Context: an optimization exercise on an open-source flow, tuned for small area. The choices shown serve that exercise and are no tape-out recipe.
In this exercise RTL edits were held to simulation tests only and were not proved equivalent to the original.
Power is estimated from default activity; no workload was simulated.

==> flow/design.v <==
`timescale 1ns / 1ps
module debounce(
    input clk,
    input rst,
    input btn_in,
    output reg btn_out
    );
    reg [11:0] count;
    reg btn_prev;
    reg btn_stable;
    wire diff = btn_in ^ btn_stable;
    wire hit = (count == 12'b111110100101);
    always @(posedge clk) begin
        if (rst) begin
            count <= 0;
            btn_prev <= 0;
            btn_stable <= 0;
            btn_out <= 0;
        end else begin
            if (diff && !hit) count <= {count[10:0], ~(count[11] ^ count[0])};
            else count <= 0;
            if (diff && hit) btn_stable <= btn_in;
            btn_prev <= btn_stable;
            btn_out <= btn_stable & ~btn_prev;
        end
    end
endmodule
`timescale 1ns / 1ps
module vga_display(
    input clk,
    input rst,
    input [3:0] tb,
    output hsync,
    output vsync,
    output video_on,
    output [9:0] x,
    output [9:0] y
    );
    function [15:0] inc16(input [15:0] a);
        integer i;
        reg c;
        begin
            c = 1'b1;
            for (i = 0; i < 16; i = i + 1) begin
                inc16[i] = a[i] ^ c;
                c = c & a[i];
            end
        end
    endfunction
    reg [9:0] h, v;
    wire p_tick = (tb[1:0] == 2'd0);
    always @(posedge clk) begin
        if (rst) begin
            h <= 0;
            v <= 0;
        end else if (p_tick) begin
            if (h == 10'd799) begin
                h <= 0;
                v <= (v == 10'd524) ? 10'd0 : inc16({6'd0, v});
            end else begin
                h <= inc16({6'd0, h});
            end
        end
    end
    assign hsync = ~(h >= 656 && h < 752);
    assign vsync = ~(v >= 490 && v < 492);
    assign video_on = (h < 640) && (v < 480);
    assign x = h;
    assign y = v;
endmodule
`timescale 1ns / 1ps
module game_engine(
    input clk,
    input rst,
    input jump_btn,
    input start_btn,
    input video_on,
    input [9:0] pixel_x,
    input [9:0] pixel_y,
    output reg [11:0] rgb,
    output [3:0] ones,
    output [3:0] tens,
    output [3:0] tb
    );
    function lt12(input [11:0] a, input [11:0] b);
        integer i;
        reg l;
        begin
            l = 1'b0;
            for (i = 0; i < 12; i = i + 1)
                l = (~a[i] & b[i]) | ((~a[i] | b[i]) & l);
            lt12 = l;
        end
    endfunction
    function [12:0] sub12(input [11:0] a, input [11:0] b);
        integer i;
        reg c;
        reg [11:0] d;
        begin
            c = 1'b1;
            for (i = 0; i < 12; i = i + 1) begin
                d[i] = a[i] ^ ~b[i] ^ c;
                c = (a[i] & ~b[i]) | (c & (a[i] | ~b[i]));
            end
            sub12 = {~c, d};
        end
    endfunction
    function [12:0] add12(input [11:0] a, input [11:0] b, input cin);
        integer i;
        reg c;
        reg [11:0] d;
        begin
            c = cin;
            for (i = 0; i < 12; i = i + 1) begin
                d[i] = a[i] ^ b[i] ^ c;
                c = (a[i] & b[i]) | (c & (a[i] | b[i]));
            end
            add12 = {c, d};
        end
    endfunction
    function [11:0] inc12(input [11:0] a);
        integer i;
        reg c;
        begin
            c = 1'b1;
            for (i = 0; i < 12; i = i + 1) begin
                inc12[i] = a[i] ^ c;
                c = c & a[i];
            end
        end
    endfunction
    reg [3:0] fc_lo;
    reg [6:0] fc_hi;
    wire fc_hi_end = (fc_hi == 7'b1110000);
    wire frame_tick = fc_hi_end && (fc_lo == 4'd15);
    assign tb = fc_lo;
    always @(posedge clk) begin
        if (rst) begin
            fc_lo <= 0;
            fc_hi <= 0;
        end else begin
            fc_lo <= inc12({8'd0, fc_lo});
            if (fc_lo == 4'd15) fc_hi <= fc_hi_end ? 7'd0 : {fc_hi[5:0], ~(fc_hi[6] ^ fc_hi[0])};
        end
    end
    reg [15:0] lfsr;
    wire fb = lfsr[15] ^ lfsr[13] ^ lfsr[12] ^ lfsr[10];
    always @(posedge clk) begin
        if (rst) lfsr <= 16'hACE1;
        else lfsr <= {lfsr[14:0], fb};
    end
    reg [5:0] rq;
    wire rq_start = fc_hi_end && (fc_lo == 4'd2);
    wire [6:0] rq_t = {(rq_start ? 6'd0 : rq), lfsr[2]};
    always @(posedge clk)
        rq <= (rq_t >= 7'd35) ? rq_t - 7'd35 : rq_t[5:0];
    wire [8:0] rnd = {rq, lfsr[2:0]};
    reg jump_latched, start_latched;
    always @(posedge clk) begin
        if (rst) begin
            jump_latched <= 0;
            start_latched <= 0;
        end else begin
            if (jump_btn) jump_latched <= 1;
            else if (frame_tick) jump_latched <= 0;
            if (start_btn) start_latched <= 1;
            else if (frame_tick) start_latched <= 0;
        end
    end
    reg [1:0] state;
    reg first_play;
    reg [9:0] bird_y;
    reg signed [4:0] velocity;
    reg [3:0] gravity_counter;         
    reg [11:0] pipe1_x, pipe2_x;
    reg [8:0] gap1, gap2;              
    reg [4:0] speed;
    reg pipes_passed;
    reg [5:0] timer;                   
    reg [1:0] countdown;
    reg [7:0] cs_h, hs_h;
    reg [3:0] cs_t, cs_o, hs_t, hs_o;
    assign ones = cs_o;
    assign tens = cs_t;
    wire [9:0] rp1 = pipe1_x[11:2];
    wire [9:0] rp2 = pipe2_x[11:2];
    wire [12:0] p1_sub = sub12(pipe1_x, {7'd0, speed});
    wire [12:0] p2_sub = sub12(pipe2_x, {7'd0, speed});
    wire w1 = p1_sub[12];
    wire w2 = p2_sub[12];
    wire [11:0] p1_next = p1_sub[11:0];
    wire [11:0] p2_next = p2_sub[11:0];
    wire [12:0] bm100 = sub12({2'd0, bird_y}, 12'd100);
    wire [12:0] bm200 = sub12({2'd0, bird_y}, 12'd200);
    wire hit1 = (rp1 > 10'd50) && (rp1 < 10'd120) &&
                (bm100[12] || lt12(bm100[11:0], {3'd0, gap1}) ||
                 (!bm200[12] && lt12({3'd0, gap1}, bm200[11:0])));
    wire hit2 = (rp2 > 10'd50) && (rp2 < 10'd120) &&
                (bm100[12] || lt12(bm100[11:0], {3'd0, gap2}) ||
                 (!bm200[12] && lt12({3'd0, gap2}, bm200[11:0])));
    wire dead = (bird_y > 10'd480) || hit1 || hit2;
    wire cs_max = (cs_h == 8'd163) && (cs_t == 4'd8) && (cs_o == 4'd3);
    wire cs_gt = lt12({hs_h, hs_t}, {cs_h, cs_t}) || ({hs_h, hs_t} == {cs_h, cs_t} && lt12({8'd0, hs_o}, {8'd0, cs_o}));
    always @(posedge clk) begin
        if (rst) begin
            state <= 0;
            bird_y <= 240;
            velocity <= 0;
            cs_h <= 0; cs_t <= 0; cs_o <= 0;
            hs_h <= 0; hs_t <= 0; hs_o <= 0;
            pipe1_x <= 320 * 4;
            gap1 <= 100;
            pipe2_x <= (320 + 340) * 4;
            gap2 <= 200;
            gravity_counter <= 0;
            speed <= 4;
            pipes_passed <= 0;
            first_play <= 1;
            timer <= 0;
            countdown <= 3;
        end else if (frame_tick) begin
            case (state)
                2'd0: begin
                    if (start_latched) begin
                        state <= 1;
                        cs_h <= 0; cs_t <= 0; cs_o <= 0;
                        first_play <= 0;
                        bird_y <= 240;
                        velocity <= 0;
                        gravity_counter <= 0;
                        speed <= 4;
                        pipes_passed <= 0;
                        pipe1_x <= 320 * 4;
                        pipe2_x <= (320 + 340) * 4;
                        gap1 <= rnd;
                        gap2 <= {1'b0, lfsr[7:0]};
                        countdown <= 3;
                        timer <= 0;
                    end else if (first_play) begin
                        if (w1) begin pipe1_x <= 640 * 4; gap1 <= rnd; end
                        else pipe1_x <= p1_next;
                        if (w2) begin pipe2_x <= 640 * 4; gap2 <= rnd; end
                        else pipe2_x <= p2_next;
                    end
                end
                2'd1: begin
                    if (timer == 6'b111000) begin
                        timer <= 0;
                        if (countdown == 0) state <= 2;
                        else countdown <= countdown - 1'b1;
                    end else begin
                        timer <= {timer[4:0], ~(timer[5] ^ timer[0])};
                    end
                end
                2'd2: begin
                    if (jump_latched) begin
                        velocity <= -3;
                        gravity_counter <= 0;
                    end else if (gravity_counter == 4'b0110) begin
                        if (velocity < 10) velocity <= inc12({7'd0, velocity});
                        gravity_counter <= 0;
                    end else begin
                        gravity_counter <= {gravity_counter[2:0], ~(gravity_counter[3] ^ gravity_counter[0])};
                    end
                    bird_y <= add12({2'd0, bird_y}, {{7{velocity[4]}}, velocity}, 1'b0);
                    if (w1) begin pipe1_x <= 640 * 4; gap1 <= rnd; end
                    else pipe1_x <= p1_next;
                    if (w2) begin pipe2_x <= 640 * 4; gap2 <= rnd; end
                    else pipe2_x <= p2_next;
                    if (w1 || w2) begin
                        if (cs_max) begin
                            cs_h <= 0; cs_t <= 0; cs_o <= 0;
                        end else if (cs_o == 9) begin
                            cs_o <= 0;
                            if (cs_t == 9) begin
                                cs_t <= 0;
                                cs_h <= inc12({4'd0, cs_h});
                            end else cs_t <= inc12({8'd0, cs_t});
                        end else cs_o <= inc12({8'd0, cs_o});
                        pipes_passed <= ~pipes_passed;
                        if (pipes_passed && speed < 24) speed <= inc12({7'd0, speed});
                    end
                    if (dead) state <= 3;
                end
                2'd3: begin
                    if (cs_gt) begin
                        hs_h <= cs_h; hs_t <= cs_t; hs_o <= cs_o;
                    end
                    state <= 0;
                end
            endcase
        end
    end
    wire [9:0] x = pixel_x;
    wire [9:0] y = pixel_y;
    function [6:0] digit_seg(input [3:0] n);
        case (n)
            4'd0: digit_seg = 7'b1111110; 4'd1: digit_seg = 7'b0110000;
            4'd2: digit_seg = 7'b1101101; 4'd3: digit_seg = 7'b1111001;
            4'd4: digit_seg = 7'b0110011; 4'd5: digit_seg = 7'b1011011;
            4'd6: digit_seg = 7'b1011111; 4'd7: digit_seg = 7'b1110000;
            4'd8: digit_seg = 7'b1111111; 4'd9: digit_seg = 7'b1111011;
            default: digit_seg = 7'b0000000;
        endcase
    endfunction
    reg [3:0] dsel;
    reg in_digit, cL, cM, cR, rT, rU, rC, rW, rB;
    always @(*) begin
        dsel = 4'd0; in_digit = 0;
        cL = 0; cM = 0; cR = 0; rT = 0; rU = 0; rC = 0; rW = 0; rB = 0;
        if (state == 2'd1) begin
            if (x >= 300 && x < 340 && y >= 210 && y < 270) begin
                in_digit = 1;
                dsel = {2'b00, countdown};
                cL = x <= 305; cR = x >= 334; cM = !cL && !cR;
                rT = y <= 215; rU = y >= 216 && y <= 236; rC = y >= 237 && y <= 242;
                rW = y >= 243 && y <= 263; rB = y >= 264;
            end
        end else if (state == 2'd0) begin
            if (y >= 280 && y < 340) begin
                rT = y <= 285; rU = y >= 286 && y <= 306; rC = y >= 307 && y <= 312;
                rW = y >= 313 && y <= 333; rB = y >= 334;
                if (x >= 280 && x < 320) begin
                    in_digit = 1; dsel = cs_t;
                    cL = x <= 285; cR = x >= 314; cM = !cL && !cR;
                end else if (x >= 330 && x < 370) begin
                    in_digit = 1; dsel = cs_o;
                    cL = x <= 335; cR = x >= 364; cM = !cL && !cR;
                end
            end else if (y >= 15 && y < 35) begin
                rT = y <= 16; rU = y >= 17 && y <= 23; rC = y >= 24 && y <= 25;
                rW = y >= 26 && y <= 32; rB = y >= 33;
                if (x >= 110 && x < 120) begin
                    in_digit = 1; dsel = hs_t;
                    cL = x <= 111; cR = x == 119; cM = !cL && !cR;
                end else if (x >= 125 && x < 135) begin
                    in_digit = 1; dsel = hs_o;
                    cL = x <= 126; cR = x == 134; cM = !cL && !cR;
                end
            end
        end
    end
    wire [6:0] sg = digit_seg(dsel);
    wire digit_hit = in_digit && (
        (sg[6] && rT && cM) || (sg[5] && cR && rU) || (sg[4] && cR && rW) ||
        (sg[3] && rB && cM) || (sg[2] && cL && rW) || (sg[1] && cL && rU) ||
        (sg[0] && rC && cM));
    wire in_high_text_y = (y >= 20 && y < 34);
    reg is_highest_text;
    always @(*) begin
        is_highest_text = 0;
        if (in_high_text_y) begin
            if (x>=20 && x<=28) begin
                if (x==20 || x==28 || y==27) is_highest_text = 1;
            end else if (x>=32 && x<=34) begin
                if (x==33 || y==20 || y==33) is_highest_text = 1;
            end else if (x>=38 && x<=46) begin
                if (y==20 || y==33 || x==38 || (x==46 && y>=27) || (y==27 && x>=42)) is_highest_text = 1;
            end else if (x>=50 && x<=58) begin
                if (x==50 || x==58 || y==27) is_highest_text = 1;
            end else if (x>=62 && x<=70) begin
                if (x==62 || y==20 || y==27 || y==33) is_highest_text = 1;
            end else if (x>=74 && x<=82) begin
                if (y==20 || y==27 || y==33 || (x==74 && y<27) || (x==82 && y>27)) is_highest_text = 1;
            end else if (x>=86 && x<=94) begin
                if (y==20 || x==90) is_highest_text = 1;
            end else if (x>=98 && x<=100) begin
                if (y==24 || y==30) is_highest_text = 1;
            end
        end
    end
    wire in_text_y = (y >= 200 && y <= 260);
    wire draw_M = in_text_y && ((x>=220 && x<=225) || (x>=255 && x<=260) || (x>=235 && x<=245 && y<=220));
    wire draw_E_menu = in_text_y && ((x>=270 && x<=275) || (x>=270 && x<=310 && (y<=205 || (y>=227 && y<=232) || y>=255)));
    wire draw_N = in_text_y && ((x>=320 && x<=325) || (x>=355 && x<=360) || (x>=320 && x<=360 && y<=205));
    wire draw_U = in_text_y && ((x>=370 && x<=375) || (x>=405 && x<=410) || (x>=370 && x<=410 && y>=255));
    wire text_MENU = draw_M || draw_E_menu || draw_N || draw_U;
    wire [10:0] ymx = {1'b0, y} - {1'b0, x};
    wire draw_R1 = in_text_y && (x>=190 && x<=220) && ((x<=195) || (y<=205) || (y>=225 && y<=230) || (x>=215 && y<=230) || (x>=195 && y>=230 && ymx >= 11'd32 && ymx <= 11'd38));
    wire draw_E_res = in_text_y && (x>=230 && x<=260) && ((x<=235) || (y<=205) || (y>=225 && y<=230) || (y>=255));
    wire draw_S  = in_text_y && (x>=270 && x<=300) && ((y<=205) || (y>=225 && y<=230) || (y>=255) || (x<=275 && y<=230) || (x>=295 && y>=230));
    wire draw_T1 = in_text_y && (x>=310 && x<=340) && ((y<=205) || (x>=322 && x<=327));
    wire draw_A  = in_text_y && (x>=350 && x<=380) && ((y<=205) || (x<=355) || (x>=375) || (y>=225 && y<=230));
    wire draw_R2 = in_text_y && (x>=390 && x<=420) && ((x<=395) || (y<=205) || (y>=225 && y<=230) || (x>=415 && y<=230) || (x>=395 && y>=230 && ymx >= 11'd1880 && ymx <= 11'd1886));
    wire draw_T2 = in_text_y && (x>=430 && x<=460) && ((y<=205) || (x>=442 && x<=447));
    wire text_RESTART = draw_R1 || draw_E_res || draw_S || draw_T1 || draw_A || draw_R2 || draw_T2;
    wire cloud1 = (x >= 60 && x <= 110 && y >= 60 && y <= 85) || (x >= 75 && x <= 100 && y >= 50 && y <= 60);
    wire cloud2 = (x >= 400 && x <= 460 && y >= 150 && y <= 175) || (x >= 415 && x <= 445 && y >= 140 && y <= 150);
    wire cloud3 = (x >= 250 && x <= 310 && y >= 350 && y <= 375) || (x >= 265 && x <= 295 && y >= 340 && y <= 350);
    wire is_cloud = cloud1 || cloud2 || cloud3;
    wire [12:0] ym20 = sub12({2'd0, y}, 12'd20);
    wire bird_px = (x >= 100) && (x < 120) && !lt12({2'd0, y}, {2'd0, bird_y}) &&
                   (ym20[12] || lt12(ym20[11:0], {2'd0, bird_y}));
    wire [12:0] xm50 = sub12({2'd0, x}, 12'd50);
    wire [12:0] ym100 = sub12({2'd0, y}, 12'd100);
    wire [12:0] ym220 = sub12({2'd0, y}, 12'd220);
    wire pipe1_px = !lt12({2'd0, x}, {2'd0, rp1}) && (xm50[12] || lt12(xm50[11:0], {2'd0, rp1})) &&
                    (ym100[12] || lt12(ym100[11:0], {3'd0, gap1}) ||
                     (!ym220[12] && lt12({3'd0, gap1}, ym220[11:0])));
    wire pipe2_px = !lt12({2'd0, x}, {2'd0, rp2}) && (xm50[12] || lt12(xm50[11:0], {2'd0, rp2})) &&
                    (ym100[12] || lt12(ym100[11:0], {3'd0, gap2}) ||
                     (!ym220[12] && lt12({3'd0, gap2}, ym220[11:0])));
    wire pipe_px = pipe1_px || pipe2_px;
    always @(*) begin
        if (!video_on) rgb = 12'h000;
        else if (state == 2'd0 && first_play) begin
            if (text_MENU) rgb = 12'hFF0;
            else if (pipe_px) rgb = 12'h444;
            else if (is_cloud) rgb = 12'hFFF;
            else rgb = 12'h8CE;
        end else if (state == 2'd0) begin
            if (text_RESTART || digit_hit || is_highest_text) rgb = 12'hF00;
            else if (bird_px) rgb = 12'hF40;
            else if (pipe_px) rgb = 12'h622;
            else if (is_cloud) rgb = 12'hFBB;
            else rgb = 12'hD66;
        end else begin
            if (digit_hit || bird_px) rgb = 12'hFF0;
            else if (pipe_px) rgb = 12'h444;
            else if (is_cloud) rgb = 12'hFFF;
            else rgb = 12'h8CE;
        end
    end
endmodule
`timescale 1ns / 1ps
module seg7_control(
    input clk,
    input rst,
    input [3:0] tb,
    input [3:0] ones,
    input [3:0] tens,
    output reg [3:0] an,
    output reg [6:0] seg
    );
    function [15:0] inc16(input [15:0] a);
        integer i;
        reg c;
        begin
            c = 1'b1;
            for (i = 0; i < 16; i = i + 1) begin
                inc16[i] = a[i] ^ c;
                c = c & a[i];
            end
        end
    endfunction
    reg [15:0] rc;
    always @(posedge clk) begin
        if (rst) rc <= 0;
        else if (tb == 4'd15) rc <= inc16(rc);
    end
    reg [3:0] val;
    always @(*) begin
        case (rc[15:14])
            2'b00: begin an = 4'b1110; val = ones; end
            2'b01: begin an = 4'b1101; val = tens; end
            default: begin an = 4'b1111; val = 4'd0; end
        endcase
    end
    always @(*) begin
        case (val)
            4'd0: seg = 7'b1000000;
            4'd1: seg = 7'b1111001;
            4'd2: seg = 7'b0100100;
            4'd3: seg = 7'b0110000;
            4'd4: seg = 7'b0011001;
            4'd5: seg = 7'b0010010;
            4'd6: seg = 7'b0000010;
            4'd7: seg = 7'b1111000;
            4'd8: seg = 7'b0000000;
            4'd9: seg = 7'b0010000;
            default: seg = 7'b1111111;
        endcase
    end
endmodule
`timescale 1ns / 1ps
module top(
    input clk,
    input btnC,
    input btnL,
    input sw0,
    output [3:0] vgaRed,
    output [3:0] vgaGreen,
    output [3:0] vgaBlue,
    output Hsync,
    output Vsync,
    output [6:0] seg,
    output [3:0] an
    );
    wire clean_jump, clean_start;
    wire video_on;
    wire [9:0] x, y;
    wire [11:0] rgb_out;
    wire [3:0] ones, tens;
    wire [3:0] tb;       
    debounce db_jump  (.clk(clk), .rst(sw0), .btn_in(btnC), .btn_out(clean_jump));
    debounce db_start (.clk(clk), .rst(sw0), .btn_in(btnL), .btn_out(clean_start));
    vga_display vga_inst (
        .clk(clk), .rst(sw0), .tb(tb),
        .hsync(Hsync), .vsync(Vsync), .video_on(video_on), .x(x), .y(y));
    game_engine game_inst (
        .clk(clk), .rst(sw0),
        .jump_btn(clean_jump), .start_btn(clean_start),
        .video_on(video_on), .pixel_x(x), .pixel_y(y),
        .rgb(rgb_out), .ones(ones), .tens(tens), .tb(tb));
    seg7_control seg_inst (
        .clk(clk), .rst(sw0), .tb(tb), .ones(ones), .tens(tens), .an(an), .seg(seg));
    assign vgaRed   = rgb_out[11:8];
    assign vgaGreen = rgb_out[7:4];
    assign vgaBlue  = rgb_out[3:0];
endmodule
==> flow/run.sh <==
#!/bin/bash
# synth_recipe.tcl (not shown) runs the flow's synth.tcl, then flattens the netlist and writes it again
# the make line also repeats each setting of config.mk as NAME=value (left out here)
make -C /OpenROAD-flow-scripts/flow DESIGN_CONFIG=/design/flow/config.mk WORK_HOME=/design/flow/orfs CLKGATE_MAP_FILE= SYNTH_SCRIPT=/design/flow/synth_recipe.tcl finish
==> flow/config.mk <==
export PLATFORM = sky130hd
export DESIGN_NAME = top
export DESIGN_NICKNAME = top
export VERILOG_FILES = /design/flow/design.v
export SDC_FILE = /design/flow/constraint.sdc
export NUM_CORES = 4
export LEC_CHECK = 0
export CAP_MARGIN = 20
export CORE_MARGIN = 2
export CORE_UTILIZATION = 40
export SLEW_MARGIN = 20
==> flow/constraint.sdc <==
create_clock -name core_clock -period 16.0 [get_ports {clk}]
set_input_delay 3.2000 -clock core_clock [delete_from_list [all_inputs] [get_ports {clk}]]
set_output_delay 3.2000 -clock core_clock [all_outputs]
set_load 0.01 [all_outputs]
==> impl_metrics.json, run 1 <==
{
  "outcome": "complete, no violations",
  "rows": 76,
  "drive_gt1_share_pct": 5.79,
  "die_y_um": 213,
  "grt_max_degree": 90,
  "gr-usage-all-layers_pct": 25.3,
  "synth-xor-area-share_pct": 1.40,
  "yosys_warnings": 4,
  "clkTransAtPathRegs_ns": 0.06,
  "finalWeightedCongestion": 1.02,
  "ys_types": 104,
  "synth-compound-area-share_pct": 25.5,
  "final_nets": 2414,
  "finalCritPeriodShare_pct": 60.9,
  "vias_per_cell": 6.19,
  "wl_per_cell_um": 20.6,
  "clock_latency_ns": 0.58,
  "whs_path_depth": 1,
  "synth_seq_cells": 211,
  "reg2reg_to": "game_inst.cs_h[1]$_SDFFE_PP0P_",
  "grt_overflow": 0,
  "synth.avg_cell_area_um2": 7.66,
  "yosys.area.top_type": "dfxtp_1",
  "die_area_um2": 45500,
  "max-cap-violations": 0,
  "seq_area_um2": 4220,
  "regToRegSetupSlack_ns": 10.40,
  "place_hpwl_um": 42700,
  "fmax_mhz": 103,
  "finalClockSkew_ns": 0.0233,
  "postRouteAntennaNets": 0,
  "reg2reg_from": "game_inst.speed[0]$_SDFFE_PP0P_",
  "postSynth.asyncResetShare_pct": 0,
  "dr.pass1.iters": 6,
  "synth-edff-count": 0,
  "n_fill_cell": 4311,
  "initial_core_util_pct": 40.6,
  "end_kind": "output port",
  "dr.first_iter.drc_count": 2082,
  "p_leak_nw": 7.18,
  "slew_violations": 0,
  "tritoncts": "built",
  "critical_path_required_ns": 12.80,
  "start_kind": "flop",
  "cts_sinks": 211,
  "cts_buffer_depth": 3,
  "crit_arrival_ns": 6.55,
  "synthSimpleGateAreaFrac_pct": 25.2,
  "cts-resized-gates": 0,
  "io_buffers": 26,
  "fin_setup_tns_ns": 0,
  "worstHoldStart": "db_start.btn_prev$_SDFF_PP0_",
  "seq_area_frac_synth_pct": 24.1,
  "synth_area_um2": 17500,
  "synth_cells": 2288,
  "areaGrowthSynthToFinish_pct": 8.89,
  "cp_max_fo": 20,
  "vdd_drop_max_v": 0.0000946,
  "worst_pin_slew_ns": 1.16,
  "synth-adder-area-share_pct": 14.7,
  "core_um2": 43200,
  "synth_top_family_by_area": "compound AO/OA/AOI/OAI gates",
  "grt_pass1_wl_um": 92400,
  "powerDensity_nw_per_um2": 66.1,
  "muxShareOfSynthArea_pct": 2.75,
  "die_w_um": 213,
  "yosysTopAreaCellShare_pct": 24.1,
  "cts_made_buffers": 27,
  "cts_root_buf": "clkbuf_16",
  "grt_pass1_vias": 16360,
  "drc": 0,
  "synthTopCellsByArea": "dfxtp_1 24%, ha_1 12%, a21oi_1 4.9%",
  "holdBufCountCts": 0,
  "setup_violations": 0,
  "path_class": "reg -> out",
  "cts-htree-levels": 1,
  "antenna_found_initial": 1,
  "multi_input_area_um2": 12200,
  "totalWireLength_um": 58200,
  "min_delay_worst_endpoint": "db_start.btn_out$_SDFF_PP0_",
  "r2r_cells": 21,
  "io-pin-count": 29,
  "post_cts_buffers": 0,
  "finalCriticalPeriod_ns": 9.75,
  "finalHoldViolCount": 0,
  "relSlewSlack_pct": 21.4,
  "hold_path.class": "reg -> reg",
  "num_vias": 17529,
  "synth_ff_type": "dfxtp_1",
  "grt_setup_unrepaired": "no",
  "total_power_mw": 1.26
}
## routing by layer
layer  GRT usage (%)  up-vias  wire length (um)
li1                -     8243                 -
met1            35.2     8303             25700
met2            40.0      820             25300
met3            3.50      163              4960
met4            9.03        0              2230
met5               0        -                 0
## through the flow
| stage | worst slack (ns) | util (%) | hold slack (ns) | instances | instance area [um2] |
|---|---|---|---|---|---|
| floorplan | 7.85 | - | 0.367 | 2289 | 17500 |
| global placement | 7.08 | 42.2 | 0.372 | 2784 | 18200 |
| detailed placement | 6.94 | 42.2 | 0.373 | 2784 | 18200 |
| CTS | 6.27 | 44.2 | 0.381 | 2832 | 19100 |
| global route | 5.92 | 44.2 | 0.390 | 2833 | 19100 |
| finish | 6.25 | 44.2 | 0.380 | 2833 | 19100 |
## where the power goes
group	internal [mW]	switching [mW]
Clock	0.352	0.254
Sequential	0.539	0.0162
Combinational	0.0397	0.0599
Total	0.931	0.330
## synthesized netlist by cell type (17+ instances only)
cell	number
ha_1	165
fa_1	17
xnor2_1	17
and2_1	39
a21oi_1	170
nand3_1	62
or2_2	23
mux2i_1	47
o21ai_0	98
a211oi_1	25
nand4_1	34
nor2_1	179
nor4_1	23
clkbuf_1	130
nand2_1	219
nand2b_1	76
nor2b_1	49
nor3_1	66
o211ai_1	29
inv_1	135
o21a_1	18
maj3_1	18
a22oi_1	26
a31oi_1	31
o2111ai_1	18
dfxtp_1	211
## critical path, cell delays in order (launching register included)
cell and delay (ns):
dfxtp_1 0.82, inv_1 0.24, ha_1 0.40, a21boi_1 0.27, o211ai_1 0.16, nand2_1 0.13
nor2_1 0.13, a222oi_1 0.92, inv_1 0.15, ha_1 0.29, o211ai_1 0.10, a211oi_1 0.10
a2111oi_1 0.55, or3_2 0.29, nor3_2 0.09, o31a_1 0.31, a21oi_1 0.37, clkdlybuf4s50_1 0.64
## worst max-delay path by stage
stage                                     from          end  slack [ns]  cells after the start
floorplan           vga_inst.h[2]$_SDFFE_PP0N_  vgaGreen[3]        7.85                     24
global placement    vga_inst.v[2]$_SDFFE_PP0P_    vgaRed[3]        7.08                     20
detailed placement  vga_inst.v[2]$_SDFFE_PP0P_    vgaRed[3]        6.94                     17
CTS                 vga_inst.v[2]$_SDFFE_PP0P_    vgaRed[3]        6.27                     17
global route        vga_inst.v[2]$_SDFFE_PP0P_    vgaRed[3]        5.92                     17
finish              vga_inst.v[2]$_SDFFE_PP0P_    vgaRed[3]        6.25                     17
## state kept, by name, indices dropped and copies added (netlist names), 5 cells and up
register	count
db_jump.count	12
db_start.count	12
game_inst.bird_y	10
game_inst.cs_h	8
game_inst.fc_hi	7
game_inst.gap1	9
game_inst.gap2	9
game_inst.hs_h	8
game_inst.lfsr	16
game_inst.pipe1_x	12
game_inst.pipe2_x	12
game_inst.rq	6
game_inst.speed	5
game_inst.timer	6
game_inst.velocity	5
seg_inst.rc	16
vga_inst.h	10
vga_inst.v	10
## cells in the final DEF, fill, tap and decap left out, drive strengths merged, types with 29 or more instances in the layout
cell type and count:
nor3 69, nand2 219, inv 142, nand2b 76, mux2i 47, buf 33
or2 29, a31oi 31, o21ai 100, a21oi 171, nor2b 49, clkbuf 34
nand3 62, o211ai 29, nand4 34, dfxtp 211, ha 165, and2 39
nor2 179
## cell families (layout without fill, tap and decap cells)
kind of cell	after synthesis	after routing
DFF	211	211
buffers and inverters	288	246
other	1	3
xor gates and xnor gates	28	28
and+or+nand+nor	865	865
muxes	48	48
adders and majority gates	200	200
AOI/OAI and AO/OA	647	647
## area by class of cell
class                      count  share of cell area [%]
antenna                        1                  0.0131
clock buffer                  34                    3.73
clock inverter                14                   0.872
inverter                     140                    2.75
multi-input combinational   1790                    64.1
sequential                   211                    22.1
tap                          585                    3.84
timing repair buffer          58                    2.61
==> run 2, diff against run 1 <==
--- a/flow/design.v
+++ b/flow/design.v
@@ -37,11 +37,11 @@
     output [9:0] y
     );
-    function [15:0] inc16(input [15:0] a);
+    function [9:0] inc10(input [9:0] a, input cin);
         integer i;
         reg c;
         begin
-            c = 1'b1;
-            for (i = 0; i < 16; i = i + 1) begin
-                inc16[i] = a[i] ^ c;
+            c = cin;
+            for (i = 0; i < 10; i = i + 1) begin
+                inc10[i] = a[i] ^ c;
                 c = c & a[i];
             end
@@ -50,16 +50,9 @@
     reg [9:0] h, v;
     wire p_tick = (tb[1:0] == 2'd0);
+    wire h_end = p_tick && (h == 10'd799);
+    wire v_end = (v == 10'd524);
     always @(posedge clk) begin
-        if (rst) begin
-            h <= 0;
-            v <= 0;
-        end else if (p_tick) begin
-            if (h == 10'd799) begin
-                h <= 0;
-                v <= (v == 10'd524) ? 10'd0 : inc16({6'd0, v});
-            end else begin
-                h <= inc16({6'd0, h});
-            end
-        end
+        h <= (rst || h_end) ? 10'd0 : inc10(h, p_tick);
+        v <= (rst || (h_end && v_end)) ? 10'd0 : inc10(v, h_end);
     end
     assign hsync = ~(h >= 656 && h < 752);
@@ -106,22 +99,20 @@
         end
     endfunction
-    function [12:0] add12(input [11:0] a, input [11:0] b, input cin);
+    function [11:0] add12(input [11:0] a, input [11:0] b, input cin);
         integer i;
         reg c;
-        reg [11:0] d;
         begin
             c = cin;
             for (i = 0; i < 12; i = i + 1) begin
-                d[i] = a[i] ^ b[i] ^ c;
+                add12[i] = a[i] ^ b[i] ^ c;
                 c = (a[i] & b[i]) | (c & (a[i] | b[i]));
             end
-            add12 = {c, d};
         end
     endfunction
-    function [11:0] inc12(input [11:0] a);
+    function [11:0] inc12(input [11:0] a, input cin);
         integer i;
         reg c;
         begin
-            c = 1'b1;
+            c = cin;
             for (i = 0; i < 12; i = i + 1) begin
                 inc12[i] = a[i] ^ c;
@@ -131,22 +122,18 @@
     endfunction
     reg [3:0] fc_lo;
-    reg [6:0] fc_hi;
+    reg [6:0] fc_hi;                          
+    wire lo_end = (fc_lo == 4'd15);
     wire fc_hi_end = (fc_hi == 7'b1110000);
-    wire frame_tick = fc_hi_end && (fc_lo == 4'd15);
+    wire tick = fc_hi_end && lo_end;          
     assign tb = fc_lo;
     always @(posedge clk) begin
-        if (rst) begin
-            fc_lo <= 0;
-            fc_hi <= 0;
-        end else begin
-            fc_lo <= inc12({8'd0, fc_lo});
-            if (fc_lo == 4'd15) fc_hi <= fc_hi_end ? 7'd0 : {fc_hi[5:0], ~(fc_hi[6] ^ fc_hi[0])};
-        end
+        fc_lo <= rst ? 4'd0 : inc12({8'd0, fc_lo}, 1'b1);
+        if (rst || (lo_end && fc_hi_end)) fc_hi <= 7'd0;
+        else if (lo_end) fc_hi <= {fc_hi[5:0], ~(fc_hi[6] ^ fc_hi[0])};
     end
     reg [15:0] lfsr;
-    wire fb = lfsr[15] ^ lfsr[13] ^ lfsr[12] ^ lfsr[10];
     always @(posedge clk) begin
         if (rst) lfsr <= 16'hACE1;
-        else lfsr <= {lfsr[14:0], fb};
+        else lfsr <= {lfsr[14:0], lfsr[15] ^ lfsr[13] ^ lfsr[12] ^ lfsr[10]};
     end
     reg [5:0] rq;
@@ -155,27 +142,20 @@
     always @(posedge clk)
         rq <= (rq_t >= 7'd35) ? rq_t - 7'd35 : rq_t[5:0];
-    wire [8:0] rnd = {rq, lfsr[2:0]};
+    wire [8:0] rnd = {rq, lfsr[2:0]};         
     reg jump_latched, start_latched;
     always @(posedge clk) begin
-        if (rst) begin
-            jump_latched <= 0;
-            start_latched <= 0;
-        end else begin
-            if (jump_btn) jump_latched <= 1;
-            else if (frame_tick) jump_latched <= 0;
-            if (start_btn) start_latched <= 1;
-            else if (frame_tick) start_latched <= 0;
-        end
+        jump_latched  <= !rst && (jump_btn  || (jump_latched  && !tick));
+        start_latched <= !rst && (start_btn || (start_latched && !tick));
     end
     reg [1:0] state;
     reg first_play;
     reg [9:0] bird_y;
-    reg signed [4:0] velocity;
-    reg [3:0] gravity_counter;         
+    reg [4:0] velocity;                       
+    reg [3:0] gcount;                         
     reg [11:0] pipe1_x, pipe2_x;
-    reg [8:0] gap1, gap2;              
+    reg [8:0] gap1, gap2;                     
     reg [4:0] speed;
-    reg pipes_passed;
-    reg [5:0] timer;                   
+    reg passed;
+    reg [5:0] timer;                          
     reg [1:0] countdown;
     reg [7:0] cs_h, hs_h;
@@ -183,14 +163,73 @@
     assign ones = cs_o;
     assign tens = cs_t;
-    wire [9:0] rp1 = pipe1_x[11:2];
-    wire [9:0] rp2 = pipe2_x[11:2];
-    wire [12:0] p1_sub = sub12(pipe1_x, {7'd0, speed});
-    wire [12:0] p2_sub = sub12(pipe2_x, {7'd0, speed});
+    wire s0 = (state == 2'd0);
+    wire s1 = (state == 2'd1);
+    wire s2 = (state == 2'd2);
+    wire s3 = (state == 2'd3);
+    wire start = tick && s0 && start_latched;
+    wire init  = rst || start;
+    wire move  = tick && (s2 || (s0 && first_play && !start_latched));
+    wire play  = tick && s2;
+    wire [4:0] dspeed = move ? speed : 5'd0;
+    wire [12:0] p1_sub = sub12(pipe1_x, {7'd0, dspeed});
+    wire [12:0] p2_sub = sub12(pipe2_x, {7'd0, dspeed});
     wire w1 = p1_sub[12];
     wire w2 = p2_sub[12];
-    wire [11:0] p1_next = p1_sub[11:0];
-    wire [11:0] p2_next = p2_sub[11:0];
+    wire scored = play && (w1 || w2);
+    always @(posedge clk) begin
+        if (init) pipe1_x <= 12'd1280;
+        else if (w1) pipe1_x <= 12'd2560;
+        else pipe1_x <= p1_sub[11:0];
+        if (init) pipe2_x <= 12'd2640;
+        else if (w2) pipe2_x <= 12'd2560;
+        else pipe2_x <= p2_sub[11:0];
+        if (rst) gap1 <= 9'd100;
+        else if (start || w1) gap1 <= rnd;
+        if (rst) gap2 <= 9'd200;
+        else if (start) gap2 <= {1'b0, lfsr[7:0]};
+        else if (w2) gap2 <= rnd;
+    end
+    wire sp_inc = scored && passed && (speed != 5'd24);
+    always @(posedge clk) begin
+        speed  <= init ? 5'd4 : inc12({7'd0, speed}, sp_inc);
+        passed <= !init && (passed ^ scored);
+    end
+    wire [4:0] dvel = play ? velocity : 5'd0;
+    wire g_end = (gcount == 4'b0110);
+    always @(posedge clk) begin
+        bird_y <= init ? 10'd240 : add12({2'd0, bird_y}, {{7{dvel[4]}}, dvel}, 1'b0);
+        if (init) begin
+            velocity <= 5'd0;
+            gcount <= 4'd0;
+        end else if (play) begin
+            if (jump_latched) begin
+                velocity <= 5'b11101;
+                gcount <= 4'd0;
+            end else if (g_end) begin
+                if (velocity[4] || velocity < 5'd10) velocity <= velocity + 1'b1;
+                gcount <= 4'd0;
+            end else begin
+                gcount <= {gcount[2:0], ~(gcount[3] ^ gcount[0])};
+            end
+        end
+    end
+    wire t_end = (timer == 6'b111000);
+    always @(posedge clk) begin
+        if (init) begin
+            timer <= 6'd0;
+            countdown <= 2'd3;
+        end else if (tick && s1) begin
+            if (t_end) begin
+                timer <= 6'd0;
+                if (countdown != 2'd0) countdown <= countdown - 1'b1;
+            end else begin
+                timer <= {timer[4:0], ~(timer[5] ^ timer[0])};
+            end
+        end
+    end
     wire [12:0] bm100 = sub12({2'd0, bird_y}, 12'd100);
     wire [12:0] bm200 = sub12({2'd0, bird_y}, 12'd200);
+    wire [9:0] rp1 = pipe1_x[11:2];
+    wire [9:0] rp2 = pipe2_x[11:2];
     wire hit1 = (rp1 > 10'd50) && (rp1 < 10'd120) &&
                 (bm100[12] || lt12(bm100[11:0], {3'd0, gap1}) ||
@@ -200,94 +239,35 @@
                  (!bm200[12] && lt12({3'd0, gap2}, bm200[11:0])));
     wire dead = (bird_y > 10'd480) || hit1 || hit2;
+    always @(posedge clk) begin
+        if (rst) begin
+            state <= 2'd0;
+            first_play <= 1'b1;
+        end else if (tick) begin
+            if (start) begin
+                state <= 2'd1;
+                first_play <= 1'b0;
+            end else if (s1 && t_end && countdown == 2'd0) state <= 2'd2;
+            else if (s2 && dead) state <= 2'd3;
+            else if (s3) state <= 2'd0;
+        end
+    end
     wire cs_max = (cs_h == 8'd163) && (cs_t == 4'd8) && (cs_o == 4'd3);
-    wire cs_gt = lt12({hs_h, hs_t}, {cs_h, cs_t}) || ({hs_h, hs_t} == {cs_h, cs_t} && lt12({8'd0, hs_o}, {8'd0, cs_o}));
+    wire o_nine = (cs_o == 4'd9);
+    wire t_nine = (cs_t == 4'd9);
+    wire c_o = scored && o_nine;
+    wire c_t = c_o && t_nine;
+    wire cs_clr = init || (scored && cs_max);
+    always @(posedge clk) begin
+        cs_o <= (cs_clr || c_o) ? 4'd0 : inc12({8'd0, cs_o}, scored);
+        cs_t <= (cs_clr || c_t) ? 4'd0 : inc12({8'd0, cs_t}, c_o);
+        cs_h <= cs_clr ? 8'd0 : inc12({4'd0, cs_h}, c_t);
+    end
+    wire cs_gt = lt12({hs_h, hs_t}, {cs_h, cs_t}) ||
+                 ({hs_h, hs_t} == {cs_h, cs_t} && lt12({8'd0, hs_o}, {8'd0, cs_o}));
     always @(posedge clk) begin
         if (rst) begin
-            state <= 0;
-            bird_y <= 240;
-            velocity <= 0;
-            cs_h <= 0; cs_t <= 0; cs_o <= 0;
             hs_h <= 0; hs_t <= 0; hs_o <= 0;
-            pipe1_x <= 320 * 4;
-            gap1 <= 100;
-            pipe2_x <= (320 + 340) * 4;
-            gap2 <= 200;
-            gravity_counter <= 0;
-            speed <= 4;
-            pipes_passed <= 0;
-            first_play <= 1;
-            timer <= 0;
-            countdown <= 3;
-        end else if (frame_tick) begin
-            case (state)
-                2'd0: begin
-                    if (start_latched) begin
-                        state <= 1;
-                        cs_h <= 0; cs_t <= 0; cs_o <= 0;
-                        first_play <= 0;
-                        bird_y <= 240;
-                        velocity <= 0;
-                        gravity_counter <= 0;
-                        speed <= 4;
-                        pipes_passed <= 0;
-                        pipe1_x <= 320 * 4;
-                        pipe2_x <= (320 + 340) * 4;
-                        gap1 <= rnd;
-                        gap2 <= {1'b0, lfsr[7:0]};
-                        countdown <= 3;
-                        timer <= 0;
-                    end else if (first_play) begin
-                        if (w1) begin pipe1_x <= 640 * 4; gap1 <= rnd; end
-                        else pipe1_x <= p1_next;
-                        if (w2) begin pipe2_x <= 640 * 4; gap2 <= rnd; end
-                        else pipe2_x <= p2_next;
-                    end
-                end
-                2'd1: begin
-                    if (timer == 6'b111000) begin
-                        timer <= 0;
-                        if (countdown == 0) state <= 2;
-                        else countdown <= countdown - 1'b1;
-                    end else begin
-                        timer <= {timer[4:0], ~(timer[5] ^ timer[0])};
-                    end
-                end
-                2'd2: begin
-                    if (jump_latched) begin
-                        velocity <= -3;
-                        gravity_counter <= 0;
-                    end else if (gravity_counter == 4'b0110) begin
-                        if (velocity < 10) velocity <= inc12({7'd0, velocity});
-                        gravity_counter <= 0;
-                    end else begin
-                        gravity_counter <= {gravity_counter[2:0], ~(gravity_counter[3] ^ gravity_counter[0])};
-                    end
-                    bird_y <= add12({2'd0, bird_y}, {{7{velocity[4]}}, velocity}, 1'b0);
-                    if (w1) begin pipe1_x <= 640 * 4; gap1 <= rnd; end
-                    else pipe1_x <= p1_next;
-                    if (w2) begin pipe2_x <= 640 * 4; gap2 <= rnd; end
-                    else pipe2_x <= p2_next;
-                    if (w1 || w2) begin
-                        if (cs_max) begin
-                            cs_h <= 0; cs_t <= 0; cs_o <= 0;
-                        end else if (cs_o == 9) begin
-                            cs_o <= 0;
-                            if (cs_t == 9) begin
-                                cs_t <= 0;
-                                cs_h <= inc12({4'd0, cs_h});
-                            end else cs_t <= inc12({8'd0, cs_t});
-                        end else cs_o <= inc12({8'd0, cs_o});
-                        pipes_passed <= ~pipes_passed;
-                        if (pipes_passed && speed < 24) speed <= inc12({7'd0, speed});
-                    end
-                    if (dead) state <= 3;
-                end
-                2'd3: begin
-                    if (cs_gt) begin
-                        hs_h <= cs_h; hs_t <= cs_t; hs_o <= cs_o;
-                    end
-                    state <= 0;
-                end
-            endcase
+        end else if (tick && s3 && cs_gt) begin
+            hs_h <= cs_h; hs_t <= cs_t; hs_o <= cs_o;
         end
     end
@@ -309,5 +289,5 @@
         dsel = 4'd0; in_digit = 0;
         cL = 0; cM = 0; cR = 0; rT = 0; rU = 0; rC = 0; rW = 0; rB = 0;
-        if (state == 2'd1) begin
+        if (s1) begin
             if (x >= 300 && x < 340 && y >= 210 && y < 270) begin
                 in_digit = 1;
@@ -317,5 +297,5 @@
                 rW = y >= 243 && y <= 263; rB = y >= 264;
             end
-        end else if (state == 2'd0) begin
+        end else if (s0) begin
             if (y >= 280 && y < 340) begin
                 rT = y <= 285; rU = y >= 286 && y <= 306; rC = y >= 307 && y <= 312;
@@ -404,10 +384,10 @@
     always @(*) begin
         if (!video_on) rgb = 12'h000;
-        else if (state == 2'd0 && first_play) begin
+        else if (s0 && first_play) begin
             if (text_MENU) rgb = 12'hFF0;
             else if (pipe_px) rgb = 12'h444;
             else if (is_cloud) rgb = 12'hFFF;
             else rgb = 12'h8CE;
-        end else if (state == 2'd0) begin
+        end else if (s0) begin
             if (text_RESTART || digit_hit || is_highest_text) rgb = 12'hF00;
             else if (bird_px) rgb = 12'hF40;
@@ -433,9 +413,9 @@
     output reg [6:0] seg
     );
-    function [15:0] inc16(input [15:0] a);
+    function [15:0] inc16(input [15:0] a, input cin);
         integer i;
         reg c;
         begin
-            c = 1'b1;
+            c = cin;
             for (i = 0; i < 16; i = i + 1) begin
                 inc16[i] = a[i] ^ c;
@@ -445,8 +425,6 @@
     endfunction
     reg [15:0] rc;
-    always @(posedge clk) begin
-        if (rst) rc <= 0;
-        else if (tb == 4'd15) rc <= inc16(rc);
-    end
+    always @(posedge clk)
+        rc <= rst ? 16'd0 : inc16(rc, tb == 4'd15);
     reg [3:0] val;
     always @(*) begin
==> run 2 against run 1 <==
Against the previous run: still clean on timing, DRC and antenna; clock power decreased by about 20%; total power fell by 10%; sequential power hardly changed; register-to-register slack lost 1.7 ns; combinational power fell by 7.6%; worst setup slack worse by 0.36 ns; critical path depth unchanged; wire length fell by 2.5%; count of clock-buffer cells in the layout stayed put; highest routed layer unchanged.
==> impl_metrics.json, run 2 <==
{
  "synth_area_um2": 16800,
  "fin_setup_tns_ns": 0,
  "slew_violations": 0,
  "seq_area_frac_synth_pct": 25.2,
  "routed.top_layer": "met4",
  "die_y_um": 209,
  "finalHoldViolCount": 0,
  "dr.first_iter.drc_count": 1692,
  "dr_wl_met2_um": 25800,
  "swShare_pct": 24.4,
  "worst_pin_slew_ns": 1.09,
  "holdBufCountCts": 0,
  "num_vias": 16420,
  "grt_pass1_vias": 15186,
  "tritoncts": "built",
  "synth_ff_type": "dfxtp_1",
  "cts-resized-gates": 0,
  "clock_latency_ns": 0.53,
  "start_kind": "flop",
  "io_buffers": 26,
  "yosys.area.top_type": "dfxtp_1",
  "reg2reg_from": "game_inst.fc_lo[0]$_SDFF_PP0_",
  "worstHoldStart": "db_jump.btn_prev$_SDFF_PP0_",
  "crit_chain": "inv_1 -> ha_1 -> a21boi_0 -> a2bb2oi_1 -> nor3_1 -> a211oi_2 -> nor2_1 -> a22oi_1 -> ha_1 -> inv_1 -> a21oi_1 -> o21ai_0 -> o2111ai_1 -> a221o_1 -> or4_1 -> a221oi_2 -> clkdlybuf4s50_1",
  "outcome": "complete, no violations",
  "synth-edff-count": 0,
  "max_stage_delay_ns": 0.93,
  "r2r_cells": 31,
  "finalCriticalPeriod_ns": 10.11,
  "largestRegisters": "game_inst.lfsr x16, seg_inst.rc x16",
  "place_hpwl_um": 42600,
  "core_um2": 41100,
  "vdd_drop_max_v": 0.0000667,
  "drc": 0,
  "grt_overflow": 0,
  "met1Wirelength_um": 24100,
  "met3_wirelength_um": 3670,
  "crit_arrival_ns": 6.91,
  "grt_max_degree": 47,
  "final_nets": 2281,
  "hold_path.class": "reg -> reg",
  "die_area_um2": 43600,
  "areaGrowthSynthToFinish_pct": 8.03,
  "final_common_cell": "dfxtp_1",
  "end_kind": "output port",
  "path_class": "reg -> out",
  "finish.utilization_pct": 44.0,
  "grt_pass1_wl_um": 88300,
  "min_delay_worst_endpoint": "db_jump.btn_out$_SDFF_PP0_",
  "io-pin-count": 29,
  "critical_path_required_ns": 12.80,
  "max-cap-violations": 0,
  "cp_max_fo": 24,
  "cts-htree-levels": 1,
  "insertedDiodeCount": 0,
  "clkTransAtPathRegs_ns": 0.06,
  "ys_types": 104,
  "dr.pass1.iters": 6,
  "synth_seq_cells": 211,
  "powerDensity_nw_per_um2": 62.4,
  "p_sw_mw": 0.275,
  "internal_power_mw": 0.855,
  "p_comb_share_pct": 8.1,
  "seq_area_um2": 4220,
  "die_w_um": 209,
  "finalCritPeriodShare_pct": 63.2,
  "antenna_found_initial": 1,
  "synth.most_common_cell": "dfxtp_1",
  "regToRegSetupSlack_ns": 8.70,
  "cts_made_buffers": 23,
  "yosysTopAreaCellShare_pct": 25.2,
  "cts_sinks": 211,
  "initial_core_util_pct": 40.8,
  "ys_top_cells_by_count": "211 x dfxtp_1, 171 x nand2_1, 163 x ha_1",
  "mostFrequentLayoutCells": "211 x dfxtp_1, 171 x nand2_1, 163 x ha_1",
  "finalClockSkew_ns": 0.0320,
  "n_fill_cell": 4183,
  "multi_input_area_um2": 11500,
  "pwr-share-clk_pct": 42.8,
  "synthTopCellsByArea": "dfxtp_1 25%, ha_1 12%, a21oi_1 4.7%",
  "whs_path_depth": 1,
  "totalWireLength_um": 56800,
  "yosys_warnings": 4,
  "relSlewSlack_pct": 26.6,
  "finalWeightedCongestion": 1.02,
  "rows": 74,
  "postSynth.asyncResetShare_pct": 0,
  "p_leak_nw": 6.92,
  "seqPwrFrac_pct": 49.0,
  "grt_setup_unrepaired": "no",
  "cts_root_buf": "clkbuf_16",
  "postRouteAntennaNets": 0,
  "gr-usage-all-layers_pct": 25.4,
  "reg2reg_to": "game_inst.cs_h[6]$_SDFF_PP0_",
  "fmax_mhz": 98.9,
  "wl_per_cell_um": 21.5,
  "synth_cells": 2140,
  "cts_buffer_depth": 3,
  "vias_per_cell": 6.21,
  "drive_gt1_share_pct": 6.25,
  "setup_violations": 0,
  "total_power_mw": 1.13,
  "post_cts_buffers": 0,
  "synth.avg_cell_area_um2": 7.83,
  "worst_path_max_delay_cell": "dfxtp_1"
}
## run 2: cell count changes after synthesis, sizes merged, moves of 12 or more
cell,before,now
a221oi,5,18
a22oi,26,10
a31oi,31,43
and2,39,83
clkbuf,130,98
maj3,18,30
mux2i,47,18
nand2,219,171
nand2b,76,23
nor2,179,156
nor2b,49,68
nor3,69,49
## run 2: layer usage
layer / GRT usage [%] / vias up
met5: 0 / -
met4: 12.6 / 0
met3: 2.86 / 157
met2: 41.5 / 673
met1: 33.2 / 7841
li1: - / 7749
## run 2: worst max-delay path, delay by kind of cell, from the launching register on
family          cells  cell delay [ns]
buf+inv             3             0.90
compound gates      9             2.87
fa+ha+maj           2             0.74
flops               1             0.93
simple gates        3             0.92
## run 2: cells by family (layout without fill, tap and decap cells)
family                     after synthesis  in the layout  share of synthesized area, %
other                                    1              2                        0.0224
adders and majority gates              210            210                          16.0
AOI/OAI and AO/OA                      601            601                          24.3
and+or+nand+nor                        803            803                          25.7
buffers and inverters                  270            240                          6.32
DFF                                    211            211                          25.2
muxes                                   19             19                          1.14
xor gates and xnor gates                25             25                          1.31
## run 2: metrics by stage
| stage | hold slack, ns | setup WS, ns | std cells | cell area [um2] |
|---|---|---|---|---|
| after global routing | 0.388 | 5.64 | 2643 | 18100 |
| after floorplan | 0.367 | 8.19 | 2141 | 16800 |
| after CTS | 0.383 | 6.11 | 2643 | 18100 |
| after detailed placement | 0.375 | 6.72 | 2604 | 17400 |
| after global placement | 0.371 | 6.81 | 2604 | 17400 |
| final | 0.380 | 5.89 | 2643 | 18100 |
## run 2: how the worst max path moves through the flow
stage	startpoint	endpoint	cells past startpoint
global placement	vga_inst.v[2]$_SDFF_PP0_	vgaGreen[3]	17
finish	vga_inst.v[2]$_SDFF_PP0_	vgaGreen[3]	17
detailed placement	vga_inst.v[2]$_SDFF_PP0_	vgaGreen[3]	17
CTS	vga_inst.v[2]$_SDFF_PP0_	vgaGreen[3]	17
global route	vga_inst.v[2]$_SDFF_PP0_	vgaGreen[3]	17
floorplan	vga_inst.v[3]$_SDFF_PP0_	vgaGreen[3]	18
## run 2: final cells by class
type	count	area share, %
Clock inverter	5	0.173
Clock buffer	34	3.63
Inverter	143	2.96
Sequential cell	211	23.3
Multi-Input combinational cell	1660	63.5
Tap cell	532	3.68
Timing Repair Buffer	58	2.74
## run 2: power by group through the flow
stage | logic, mW | clock network, mW | registers, mW
after floorplan | 0.0665 | 0 | 0.561
after global placement | 0.0887 | 0 | 0.565
after detailed placement | 0.0903 | 0 | 0.566
after CTS | 0.0907 | 0.501 | 0.554
after global routing | 0.102 | 0.523 | 0.556
final | 0.0919 | 0.484 | 0.554

-- what the ideal ports hide --
How much do the figures lean on ideal ports? The routed layouts below were timed once more, with nothing changed but the port constraints. Step 1 sets driving cells, clkbuf_16 on the clock port and buf_2 on the other inputs (assumed; they add their load-dependent delay and slew). Step 2, shift: input delay + t, output delay - t, t = (earliest + latest rising clock arrival at the registers) / 2. This alone moves slack from input paths to output paths. Slacks: ideal ports / drivers / drivers and shift; pairs: ideal ports / drivers.
run	shift t [ns]	slack for setup (ns)	clock arrival spread, ns	cell pins on the clock port's net
run 1	0.623	6.249 / 6.191 / 6.814	0.028 / 0.028	1
run 2	0.573	5.887 / 5.826 / 6.399	0.032 / 0.032	1
After both steps setup and hold are still met in every run listed.
